This design comes from an exercise in tuning for small area, a short achievable clock period and few clock cycles per item on the open sky130 flow, not from production work. The RTL was checked by simulation tests, not by an equivalence proof against the original design. Power and IR drop assume default switching activity.

Design ahb_lite_fir_filter, start of the top module:
module ahb_lite_fir_filter(
    input clk,
          n_rst,
    input logic hsel,
    input logic [3:0] haddr,
    input logic hsize,
    input logic [1:0] htrans,
    input logic hwrite,
    input logic [15:0] hwdata,
    output logic [15:0] hrdata,
    output logic hresp
);
export LEC_CHECK = 0
export ABC_CLOCK_PERIOD_IN_PS = 5500
export CAP_MARGIN = 20
export CORE_MARGIN = 2
export CORE_UTILIZATION = 40
export SLEW_MARGIN = 20
create_clock -name core_clock -period 12.0 [get_ports {clk}]
standard.sh (not shown) runs the stock make flow with config.mk's settings and CLKGATE_MAP_FILE= SYNTH_SCRIPT=/design/flow/synth_recipe.tcl, a recipe that flattens the netlist after the stock synthesis.
==> flow/flow/run.sh <==
#!/bin/bash
# The standard layout (its synthesis script, registers unchanged), with:
#  - no ABC pass inside yosys's generic synth before the adders are extracted
#    (SYNTH_ARGS=-noabc), so the hand-built adder trees reach extract_fa as
#    written, without inverters around every full adder; ABC still maps the
#    logic afterwards as usual,
#  - timing repair aimed at a setup slack margin (a shorter achieved period
#    than the 12 ns constraint),
#  - port buffers of a regular buffer cell (every port still gets one), and
#  - clock tree synthesis without dummy loads (capacitive cells that only balance
#    the tree) and with sink clusters of up to 22 flip-flops.
# make's output goes to standard_flow.log; each ORFS step keeps its own log
# under orfs/logs/.
# The clock and constraints are the standard flow's own.
set -euo pipefail
MARGIN=${MARGIN:-6.5}
bash standard.sh "SYNTH_ARGS=-noabc" "SETUP_SLACK_MARGIN=$MARGIN" \
    "BUFFER_PORTS_ARGS=-buffer_cell sky130_fd_sc_hd__buf_2" \
    "CTS_ARGS=-sink_clustering_enable -repair_clock_nets -dont_use_dummy_load -sink_clustering_size 22 -sink_clustering_max_diameter 100" finish > standard_flow.log 2>&1
Testbench counts at the start, summed over its fixed seeds: cycles 2,064, samples 512.
Then changed:
--- a/flow/design.v
+++ b/flow/design.v
@@ -28,17 +28,17 @@
     logic          samp_pend;               
     logic [1:0]    seq;                     
     logic          k_t0, k_t2, k_t1, k_t3;  
     logic [15:0]   s1s, s1c;                
     logic          s1k;                     
     localparam int M = (18 - K) / 2;        
     logic [M-1:0]  bo_neg, bo_one, bo_two;  
     logic [15:0]   b2;                      
-    logic [17:0]   nap;                     
+    logic [17:0]   ap;                      
     logic          apw;
     logic [17:0]   nb;                      
     logic [1:0]    nbc;
     logic [16:0]   res;                     
     logic          resw;
     logic          err;
     logic          smp_v, h1_v, h2_v, r_v, acc_v, res_v;
     logic [3:0]    c_v, f_v;
@@ -490,26 +490,27 @@
     assign m2_lo = {1'b0, m2_r0[L-1:0], 1'b1} + {1'b0, m2_r1[L-1:0], s1k};
     assign c_lo  = m2_lo[L+1];
     assign s16   = m2_r0[L+15:L];
     assign c16   = m2_r1[L+15:L];
     logic [17:0] wsum;
     logic        w;                         
     assign wsum  = {1'b0, s16, 1'b1} + {1'b0, c16, c_lo};
     assign w     = wsum[17];
-    logic [17:0] nb_x, ra, rb, x1, y1, x2, y2, v1, v2;
+    logic [17:0] nb_x, ap_y, ra, rb, x1, y1, x2, y2, v1, v2;
     logic [18:0] v2c;
     logic        sub;
     assign sub  = k_t1 | k_t3;
     assign nb_x = (k_t2 | ~acc_v) ? 18'h3FFFF : {nb[17:16] + nbc, nb[15:0]};
+    assign ap_y = (k_t2 | ~acc_v) ? 18'd1 : {ap[17:16] - {1'b0, apw}, ap[15:0]};
     assign ra   = {2'b00, s16};
     assign rb   = {2'b00, c16};
     logic [17:0] a1x, a2x;
     assign a1x  = nb_x ^ {18{sub}};
-    assign a2x  = (k_t2 | ~acc_v) ? 18'h3FFFE : {nap[17:16] + {1'b0, apw}, nap[15:0]};
+    assign a2x  = ~ap_y;
     logic [17:0] q1, q2;
     assign x1   = a1x ^ ra ^ rb;
     assign q1   = (a1x & ra) | (rb & (a1x ^ ra));
     assign y1   = {q1[16:0], c_lo};
     assign x2   = a2x ^ ra ^ rb;
     assign q2   = (a2x & ra) | (rb & (a2x ^ ra));
     assign y2   = {q2[16:0], 1'b1};
     assign v1   = x1 + y1;
@@ -519,17 +520,17 @@
     assign err4    = w ? (v1[17] & v1[16]) : (v1[17] & ~v1[16]);
     assign err3    = w ? (v2[17] & ~v2[16]) : (~v2[17] & v2[16]);
     assign err_new = err3 | err4;
     logic busy;
     assign busy    = wr_pend | samp_pend | r14[0];
     logic [16:0] res_c;
     logic [15:0] mag, pdata, rdata;
     logic        st_hw, st_b1;
-    assign res_c = res_v ? ~{res[16] ^ resw, res[15:0]} : 17'd0;
+    assign res_c = res_v ? {res[16] ^ resw, res[15:0]} : 17'd0;
     assign mag   = res_c[16] ? (~res_c[15:0] + 16'd1) : res_c[15:0];
     assign st_hw = rd_req & (haddr[3:1] == 3'd0) & hsize;
     assign st_b1 = rd_req & (haddr == 4'd1) & ~hsize;
     always_comb begin
         case (haddr[3:1])
             3'd0:    pdata = {15'd0, busy};
             3'd1:    pdata = mag;
             3'd2:    pdata = smp_v  ? smp : 16'd0;
@@ -576,25 +577,25 @@
         end
         if (do_load) begin
             f0 <= c0;
             f1 <= c1;
             f2 <= c2;
             f3 <= c3;
         end
         if (k_t0) begin
-            res  <= v1[16:0];
+            res  <= ~v1[16:0];
             resw <= w;
         end
         if (k_t2 | k_t1 | k_t3) begin
             nb  <= sub ? ~v1 : v1;
             nbc <= sub ? {1'b0, w} : {w, w};
         end
         if (k_t2 | k_t1) begin
-            nap <= ~v2;
+            ap  <= v2;
             apw <= w;
         end
     end
     always_ff @(posedge clk, negedge n_rst) begin
         if (!n_rst) begin
             hrdata    <= 16'd0;
             wr_pend   <= 1'b0;
             r14[0]    <= 1'b0;
Global-route usage came out lower by 0.38 points; wire length falls by about 1.2%; worst hold slack degrades by 14 ps; worst setup slack gains 56 ps; final area rises by 1.2%; clock-buffer cell count rises by 1; die area went up by 0.86%; first-iteration DRC count is lower by about 15%; area after synthesis came out higher by 0.88%; synthesized cell count grows by about 3.2%; clock power goes up by about 2%; cell count goes up by about 3%.
Testbench counts after the change, summed over its fixed seeds: cycles 2,064, samples 512.

-- afterwards: timing with drivers on the ports --
No port has a modelled driver above. Below, the same layouts with a new extraction and two added sets of constraints.
Step 1: set_driving_cell puts a clkbuf_16 on clk and a buf_2 on each other input, an assumption about the parent block.
Step 2 adds t to the input delays and takes it off the output delays; t is the mean of the earliest and latest rising clock arrival at the registers after step 1. Input paths then give back, and output paths get back, about the clock's delay inside the block.
a / b / c = ideal / step 1 / step 2; a / b = the first two.
run	shift t [ns]	setup WS [ns]	slew at the worst register clock pin (ns)
the first run	0.569	6.493 / 6.451 / 6.178	0.09 / 0.09
the second run	0.571	6.548 / 6.500 / 6.262	0.09 / 0.09
After both steps every run listed still meets setup and hold. For the first run, which loses most, drivers alone change the setup slack by -0.042 ns; drivers and shift together by -0.315 ns.
